Context: an optimization exercise on an open-source flow, tuned for small area. The choices shown serve that exercise and are no tape-out recipe.
Function was checked by simulation only, so behaviour that the tests miss may differ from the original.

===== design.v =====
module ALU #(
  parameter integer REG     = 4,
  parameter integer ARIF    = 4,
  parameter integer IND_1   = 11,
  parameter integer CONTROL = 3,
  parameter integer BIG_1   = 11
)(
  input [ REG - 1  : 00 ] reg_1_from_sw,
  input [ REG - 1  : 00 ] reg_2_from_sw,
  input [ ARIF - 1 : 00 ] arif_from_top,
  input clk_ALU,
  input rst_ALU,
  output reg [ IND_1 - 1   : 00 ] ind_1,
  output reg [ CONTROL - 1 : 00 ] control
);
  parameter integer PLUS    = 4'b1110;
  parameter integer MINUS   = 4'b1101;
  parameter integer UMNOG   = 4'b1011;
  parameter integer DELEN   = 4'b0111;
  parameter integer CODE_P  = 0;
  parameter integer CODE_M  = 1;
  parameter integer CODE_D0 = 2;
  parameter integer CODE_D  = 4;
  wire [ BIG_1 - 1 : 00 ] big_1 = reg_1_from_sw;
  always@(posedge clk_ALU)
    begin
      if(rst_ALU)
        begin
          ind_1 <= 0;
          control <= CODE_P;
        end
      else
      case(arif_from_top)
        PLUS: begin
          ind_1 <= reg_1_from_sw + reg_2_from_sw;
          control <= CODE_P;
        end
        MINUS: begin
          if(reg_1_from_sw < reg_2_from_sw)
            begin
              ind_1 <= reg_2_from_sw - reg_1_from_sw;
              control <= CODE_M;
            end
          else
            begin
              ind_1 <= reg_1_from_sw - reg_2_from_sw;
              control <= CODE_P;
            end
        end
        UMNOG: begin
          ind_1 <= reg_1_from_sw * reg_2_from_sw;
          control <= CODE_P;
        end
        DELEN:  begin
          if(reg_2_from_sw == 0)
            begin
              control <= CODE_D0;
            end
          else
            begin
              ind_1 <= (big_1 * 100) / reg_2_from_sw;
              control <= CODE_D;
            end
        end
      endcase
    end
endmodule
module segment #(
  parameter integer IND_SW  = 4,
  parameter integer IND_ALU = 11,
  parameter integer C_ALU   = 3,
  parameter integer ARIFS   = 4,
  parameter integer ANODES  = 4,
  parameter integer SEG     = 8,
  parameter integer DATA    = 11,
  parameter integer CONTR   = 3,
  parameter integer CNT     = 12
)(
  input clk,
  input rst,
  input [ IND_SW - 1   : 00 ] ind_from_sw,
  input [ IND_ALU - 1  : 00 ] ind_from_ALU,
  input [ C_ALU - 1    : 00 ] c_from_ALU,
  input [ ARIFS - 1    : 00 ] arifs,
  output [ ANODES - 1  : 00 ] anodes,
  output reg [ SEG - 1 : 00 ] segments
);
  reg [ DATA - 1  : 00 ] data;
  reg [ CONTR - 1 : 00 ] contr;
  parameter integer NUMBER_TO_SEG  = 4;
  parameter integer ANODE_1        = 4'b1110;
  parameter integer ANODE_2        = 4'b1101;
  parameter integer ANODE_3        = 4'b1011;
  parameter integer ANODE_4        = 4'b0111;
  parameter DIG_0                  = 7'b1000000;
  parameter DIG_1                  = 7'b1111001;
  parameter DIG_2                  = 7'b0100100;
  parameter DIG_3                  = 7'b0110000;
  parameter DIG_4                  = 7'b0011001;
  parameter DIG_5                  = 7'b0010010;
  parameter DIG_6                  = 7'b0000010;
  parameter DIG_7                  = 7'b1111000;
  parameter DIG_8                  = 7'b0000000;
  parameter DIG_9                  = 7'b0010000;
  parameter MINUS                  = 7'b0111111;
  parameter ERROR                  = 7'b0000110;
  parameter OFF_DOT                = 1'b1;
  parameter ON_DOT                 = 1'b0; 
  always@ (posedge clk)
    begin
      if(rst)
        begin
          data <= 0;
          contr <= 0;
        end
      else if(arifs == 15)
        begin
          data <= ind_from_sw;
          contr <= 0;
        end
      else if(arifs <15)
        begin
          data <= ind_from_ALU;
          contr <= c_from_ALU;
        end
    end
  reg [ CNT - 1 : 00 ] cnt;
  reg clk2;
  reg [1:0]shift;
  always@ (posedge clk)
    begin
      if(rst)
        begin
          cnt <= 0;
          clk2 <= 1'b0;
          shift <= 0;
        end
      else
        begin
          cnt <= cnt + 'b1;
          clk2 <= cnt[ CNT - 1 ];
          if(!clk2 && cnt[ CNT - 1 ])
            shift <= shift + 2'b1;
        end
    end
  assign anodes = (4'b1111 - (4'b0001 << shift));
  reg [ NUMBER_TO_SEG - 1 : 00 ] number_to_seg;
  always@ (posedge clk)
    begin
      if(rst) begin
        number_to_seg <= 0;
        segments <= {OFF_DOT, DIG_0};
      end
      else if(contr == 0) begin
        case (anodes)
          ANODE_1: number_to_seg <= (data%10);
          ANODE_2: number_to_seg <= ((data - (data % 10)) % 100) / 10;
          ANODE_3: number_to_seg <= ((data - (data % 100)) % 1000) / 100;
          ANODE_4: number_to_seg <= ((data - (data % 1000)) % 10000) / 1000;
        endcase
        case (number_to_seg)
          4'd0:    segments <= {OFF_DOT, DIG_0};
          4'd1:    segments <= {OFF_DOT, DIG_1};
          4'd2:    segments <= {OFF_DOT, DIG_2};
          4'd3:    segments <= {OFF_DOT, DIG_3};
          4'd4:    segments <= {OFF_DOT, DIG_4};
          4'd5:    segments <= {OFF_DOT, DIG_5};
          4'd6:    segments <= {OFF_DOT, DIG_6};
          4'd7:    segments <= {OFF_DOT, DIG_7};
          4'd8:    segments <= {OFF_DOT, DIG_8};
          4'd9:    segments <= {OFF_DOT, DIG_9};
          default: segments <= {OFF_DOT, DIG_0};
        endcase
      end
      else if(contr == 1) begin
        case (anodes)
          ANODE_1: number_to_seg <= (data%10);
          ANODE_2: number_to_seg <= ((data - (data % 10)) % 100) / 10;
          ANODE_3: number_to_seg <= ((data - (data % 100)) % 1000) / 100;
          ANODE_4: number_to_seg <= 10;
        endcase
        case (number_to_seg)
          4'd0:   segments <= {OFF_DOT, DIG_0};
          4'd1:   segments <= {OFF_DOT, DIG_1};
          4'd2:   segments <= {OFF_DOT, DIG_2};
          4'd3:   segments <= {OFF_DOT, DIG_3};
          4'd4:   segments <= {OFF_DOT, DIG_4};
          4'd5:   segments <= {OFF_DOT, DIG_5};
          4'd6:   segments <= {OFF_DOT, DIG_6};
          4'd7:   segments <= {OFF_DOT, DIG_7};
          4'd8:   segments <= {OFF_DOT, DIG_8};
          4'd9:   segments <= {OFF_DOT, DIG_9};
          4'd10:  segments <= {OFF_DOT, MINUS};
          default segments <= {OFF_DOT, DIG_0};
        endcase
      end
      else if(contr == 2) begin
        case (anodes)
          ANODE_1: number_to_seg <= 11;
          ANODE_2: number_to_seg <= 0;
          ANODE_3: number_to_seg <= 0;
          ANODE_4: number_to_seg <= 0;
        endcase
        case (number_to_seg)
          4'd0:   segments <= {OFF_DOT, DIG_0};
          4'd11:  segments <= {OFF_DOT, ERROR};
          default segments <= {OFF_DOT, DIG_0};
        endcase
      end
      else if(contr == 4) begin
        case (anodes)
          ANODE_1: number_to_seg <= (data%10);
          ANODE_2: number_to_seg <= ((data - (data % 10)) % 100) / 10;
          ANODE_3: number_to_seg <= ((data - (data % 100)) % 1000) / 100;
          ANODE_4: number_to_seg <= ((data - (data % 1000)) % 10000) / 1000;
        endcase
        if (anodes == ANODE_3)
          begin
            case (number_to_seg)
          4'd0:   segments <= {ON_DOT, DIG_0};
          4'd1:   segments <= {ON_DOT, DIG_1};
          4'd2:   segments <= {ON_DOT, DIG_2};
          4'd3:   segments <= {ON_DOT, DIG_3};
          4'd4:   segments <= {ON_DOT, DIG_4};
          4'd5:   segments <= {ON_DOT, DIG_5};
          4'd6:   segments <= {ON_DOT, DIG_6};
          4'd7:   segments <= {ON_DOT, DIG_7};
          4'd8:   segments <= {ON_DOT, DIG_8};
          4'd9:   segments <= {ON_DOT, DIG_9};
          default segments <= {OFF_DOT, DIG_0};
            endcase
          end
        else
          begin
            case (number_to_seg)
          4'd0:   segments <= {OFF_DOT, DIG_0};
          4'd1:   segments <= {OFF_DOT, DIG_1};
          4'd2:   segments <= {OFF_DOT, DIG_2};
          4'd3:   segments <= {OFF_DOT, DIG_3};
          4'd4:   segments <= {OFF_DOT, DIG_4};
          4'd5:   segments <= {OFF_DOT, DIG_5};
          4'd6:   segments <= {OFF_DOT, DIG_6};
          4'd7:   segments <= {OFF_DOT, DIG_7};
          4'd8:   segments <= {OFF_DOT, DIG_8};
          4'd9:   segments <= {OFF_DOT, DIG_9};
          default segments <= {OFF_DOT, DIG_0};
            endcase
          end
      end
    end
endmodule
module calculator #(
  parameter integer ENTER_SW = 4,
  parameter integer ALU_SW   = 4,
  parameter integer RECORD   = 2,
  parameter integer ANODES   = 4,
  parameter integer SEG_7    = 8,
  parameter integer LED      = 3,
  parameter integer IND_REG  = 4,
  parameter integer CONTROLS = 3,
  parameter integer IND_CON  = 11
)(
  input clk,
  input rst,
  input [ ENTER_SW - 1 : 00 ] in_number,
  input [ ALU_SW - 1   : 00 ] arif,
  input [ RECORD -1    : 00 ] key,
  output [ ANODES -1   : 00 ] anodes,
  output [ SEG_7 -1    : 00 ] segments,
  output reg [ LED -1  : 00 ] led
);
  parameter integer LED1 = 3'b110;
  parameter integer LED2 = 3'b101;
  parameter integer LED3 = 3'b011;
  parameter integer KEY1 = 2'b10;
  parameter integer KEY2 = 2'b01;
  reg [ IND_REG - 1 : 00 ] ind;
  reg [ IND_REG - 1 : 00 ] reg_1;
  reg [ IND_REG - 1 : 00 ] reg_2;
  always@(posedge clk)
    begin
      if(rst)
        begin
          led <= LED1;
        end
      else
        begin
          if(arif < 15)
            begin
              led <= LED1;
            end
          case(key)
            KEY1: led <= LED2;
            KEY2: led <= LED3;
          endcase
        end
    end
  always@(posedge clk)
    begin
      if(rst)
        begin
          ind <= 0;
          reg_1 <= 0;
          reg_2 <= 0;
        end
      else
        begin
          ind <= ~in_number;
          case(key)
            KEY2: begin
              reg_2 <= ~in_number;
            end
            KEY1: begin
              reg_1 <= ~in_number;
            end
          endcase
        end
    end
  wire [ CONTROLS - 1 : 00 ] controls;
  wire [  IND_CON - 1 : 00 ] ind_con;
  ALU ALU(
    .clk_ALU(clk),
    .rst_ALU(rst),
    .reg_1_from_sw  (reg_1   ),
    .reg_2_from_sw  (reg_2   ),
    .arif_from_top  (arif    ),
    .ind_1          (ind_con ),
    .control        (controls)
  );
  segment segment(
    .clk           (clk     ),
    .rst           (rst     ),
    .ind_from_sw   (ind     ),
    .ind_from_ALU  (ind_con ),
    .c_from_ALU    (controls),
    .arifs         (arif    ),
    .anodes        (anodes  ),
    .segments      (segments)
  );
endmodule

===== run.sh =====
#!/bin/bash
# synth_recipe.tcl (not shown) runs the flow's synth.tcl, then flattens the netlist and writes it again
# the make line also repeats each setting of config.mk as NAME=value (left out here)
make -C /OpenROAD-flow-scripts/flow DESIGN_CONFIG=/design/flow/config.mk WORK_HOME=/design/flow/orfs CLKGATE_MAP_FILE= SYNTH_SCRIPT=/design/flow/synth_recipe.tcl finish

===== config.mk =====
export PLATFORM = sky130hd
export DESIGN_NAME = calculator
export DESIGN_NICKNAME = calculator
export VERILOG_FILES = /design/flow/design.v
export SDC_FILE = /design/flow/constraint.sdc
export NUM_CORES = 8
export LEC_CHECK = 0
export CAP_MARGIN = 20
export CORE_MARGIN = 2
export CORE_UTILIZATION = 40
export SLEW_MARGIN = 20

===== constraint.sdc =====
create_clock -name core_clock -period 70.0 [get_ports {clk}]
set_input_delay 14.0000 -clock core_clock [delete_from_list [all_inputs] [get_ports {clk}]]
set_output_delay 14.0000 -clock core_clock [all_outputs]
set_load 0.01 [all_outputs]

==> impl_metrics.py <==
metrics = {
    "critical_path": {
        "slowest_delay_ns": 0.62,
        "critPathLaunchType": "flop",
        "cp_max_fo": 16,
        "crit_type": "reg2reg",
        "cpMostUsedCell": "ha_1",
        "critical_path.endpoint_type": "flop",
        "cp.arrival_ns": 65.00,
        "cp_slowest_cell": "or4_4",
        "r2r_slack_ns": 5.22,
        "required_ns": 70.22,
    },
    "die": {
        "die_y_um": 308,
        "fp-row-count": 111,
        "die-width_um": 308,
        "initial_core_util_pct": 40.3,
        "ios": 27,
        "dieArea_um2": 94900,
        "coreArea_um2": 91700,
    },
    "synthesis": {
        "synth_top_area_share_pct": 7.41,
        "ys_top_cells_by_area": "xnor2_1 (7.4%), ha_1 (7.0%), nor2_1 (5.7%), a21oi_1 (5.6%), nand2_1 (4.7%)",
        "synth_ff_type": "dfxtp_1",
        "yosysSeqAreaShare_pct": 4.60,
        "synth-async-reset-ratio_pct": 0,
        "yosys.area.top_type": "xnor2_1",
        "synth_edf_count": 0,
        "synthesis.area_um2": 37000,
        "synth_nets": 5631,
        "yosysUniqueCellTypes": 163,
        "syn_inst": 5403,
        "ys_ff_latch": 85,
        "synth_area_per_cell_um2": 6.84,
        "yosys_warnings": 3,
    },
    "sta": {
        "max_freq_ghz": 0.0154,
        "period_share_pct": 92.5,
        "clock_skew_ns": 0.0142,
        "worst_pin_slew_ns": 1.04,
        "worst_hold_slack_ns": 0.449,
        "relSlewSlack_pct": 30.0,
        "report.final.slew_viol_count": 0,
        "finalSetupViolations": 0,
        "final-hold-violation-count": 0,
        "min_period_ns": 64.78,
    },
    "clock_network": {
        "htree_levels": 3,
        "cts_tree": "yes",
        "clock_sink_count": 85,
        "numCtsBuffers": 9,
        "cts_root_buffer": "clkbuf_16",
        "clockBufferDepth": 2,
        "worstSkewPairLatency_ns": 0.35,
        "ctsHoldBuffers": 0,
        "clkTransAtPathRegs_ns": 0.08,
    },
    "drt": {
        "via_per_inst": 6.34,
        "drc": 0,
        "finalWirelength_um": 127000,
        "drt_first_pass_iters": 5,
        "drtAntennaViolNets": 0,
        "wl_per_cell_um": 19.2,
        "vias": 42100,
        "drt-initial-drc-count": 4029,
    },
    "status": {
        "status": "no timing/DRC/antenna violations",
    },
    "placement": {
        "post-place-cells": 6591,
        "gp_congestion": 0.957,
        "dp_hpwl_um": 102000,
        "io_buffers": 26,
        "place_area_um2": 38800,
    },
    "layout": {
        "final_nets": 5684,
        "finalInstanceArea_um2": 39900,
        "areaGrowthSynthToFinish_pct": 7.82,
        "fin_cells": 6648,
        "drive_above_1_share_pct": 11.0,
    },
    "job": {
        "timing.max_cap.violations": 0,
    },
    "global_route": {
        "gr-usage-all-layers_pct": 25.4,
        "overflow": 0,
        "grt_start_max_net_pins": 62,
        "grt_pass1_vias": 38300,
        "antenna_found_initial": 3,
        "grt_pass1_wl_um": 203000,
    },
    "hold_path": {
        "hp-class": "reg2reg",
    },
}
==> cell usage after synthesis (74+ instances only) <==
master,count
a21o_1,106
a21oi_1,411
a31oi_1,95
and2_1,99
and3_1,92
dfxtp_1,85
ha_1,207
inv_1,168
mux2i_1,74
nand2_1,465
nand2b_1,86
nand3_1,192
nand4_1,101
nor2_1,561
nor3_1,196
nor4_1,81
o21a_1,89
o21ai_0,286
xnor2_1,313
xor2_1,170
==> placed cells by master (no fill, tap or decap), types with 165 or more instances in the layout <==
| cell | n |
|---|---|
| nor2_1 | 551 |
| nand2_1 | 461 |
| a21oi_1 | 396 |
| xnor2_1 | 313 |
| o21ai_0 | 281 |
| buf_4 | 214 |
| ha_1 | 207 |
| nor3_1 | 193 |
| nand3_1 | 188 |
| xor2_1 | 170 |
| inv_1 | 165 |
==> per-stage QoR <==
step                utilization (%)  TNS (ns)  setup slack (ns)
floorplan                         -         0              3.65
global placement               42.3         0              1.36
detailed placement             42.3    -0.877            -0.877
CTS                            42.7         0             0.184
global route                   43.5    -0.157            -0.157
finish                         43.5         0              5.22
==> what timing repair did <==
item                                   CTS  global route
endpoints found under the hold margin    0             0
gates resized for setup                  9            87
setup endpoints to repair                1             4
pin swaps                                0            14
buffers inserted                         0            40
==> kinds of logic (layout without fill, tap and decap cells) <==
| family | count (synthesis) | count (layout) | synth area share, % |
|---|---|---|---|
| buffers and inverters | 375 | 433 | 5.17 |
| AOI/OAI and AO/OA | 1724 | 1724 | 32.6 |
| other | 0 | 1 | 0 |
| DFF | 85 | 85 | 4.60 |
| adders and majority gates | 232 | 232 | 7.92 |
| muxes | 113 | 113 | 3.22 |
| xor gates and xnor gates | 492 | 492 | 11.8 |
| and+or+nand+nor | 2382 | 2382 | 34.6 |
==> worst max-delay path, delay by kind of cell (launching register included) <==
| family | cells | cell delay, ns |
|---|---|---|
| fa+ha+maj | 35 | 10.99 |
| mux | 4 | 1.11 |
| simple gates | 143 | 26.50 |
| xor+xnor | 5 | 0.79 |
| compound gates | 111 | 21.58 |
| flops | 1 | 0.34 |
| buf+inv | 19 | 3.17 |
==> path summary, 6_finish.rpt <==
path,from,end,cells after the start
worst min-delay path,segment.cnt[0]$_SDFF_PP0_,segment.cnt[0]$_SDFF_PP0_,1
worst min register to register,segment.cnt[0]$_SDFF_PP0_,segment.cnt[0]$_SDFF_PP0_,1
worst max register to register,reg_1[1]$_SDFFE_PP0N_,ALU.ind_1[0]$_SDFFE_PP0P_,317
worst max-delay path,reg_1[1]$_SDFFE_PP0N_,ALU.ind_1[0]$_SDFFE_PP0P_,317
==> layout make-up <==
| class | instances | area (um^2) |
|---|---|---|
| tap | 1186 | 1480 |
| fill | 9549 | 51800 |
| antenna | 1 | 2.50 |
| timing repair buffer | 242 | 1880 |
| inverter | 175 | 662 |
| sequential | 85 | 1700 |
| multi-input combinational | 4943 | 33800 |
| clock buffer | 9 | 225 |
| clock inverter | 7 | 91.3 |
==> routing by layer <==
| layer | vias to the layer above | share of wire (%) | global-route usage (%) |
|---|---|---|---|
| met2 | 1436 | 45 | 41.9 |
| li1 | 20600 | - | - |
| met3 | 197 | 5.4 | 1.78 |
| met4 | 4 | 2.1 | 5.74 |
| met5 | - | 0.019 | 0 |
| met1 | 19900 | 47 | 35.8 |

## port drivers added, routing unchanged
The flow's constraints put no driver on any port. The routed layout listed below was extracted and timed again, unchanged, in two steps.
Step 1, drivers: a clkbuf_16 drives clk and a buf_2 each remaining input, both assumed.
Step 2 times the ports against the registers' clock, not the clock port: input delays grow and output delays shrink by t, the midpoint of the rising clock arrivals with the driver on.
a / b / c = no drivers / after step 1 / after step 2; a / b = the first two.
shift t [ns]: 0.399
slack for setup (ns): 5.221 / 5.221 / 5.221
worst register clock-pin slew, ns: 0.08 / 0.08
pins driven straight from the clock port: 1
After both steps this run still meets setup and hold. For this run, drivers alone change the setup slack by 0.000 ns; drivers and shift together by 0.000 ns.
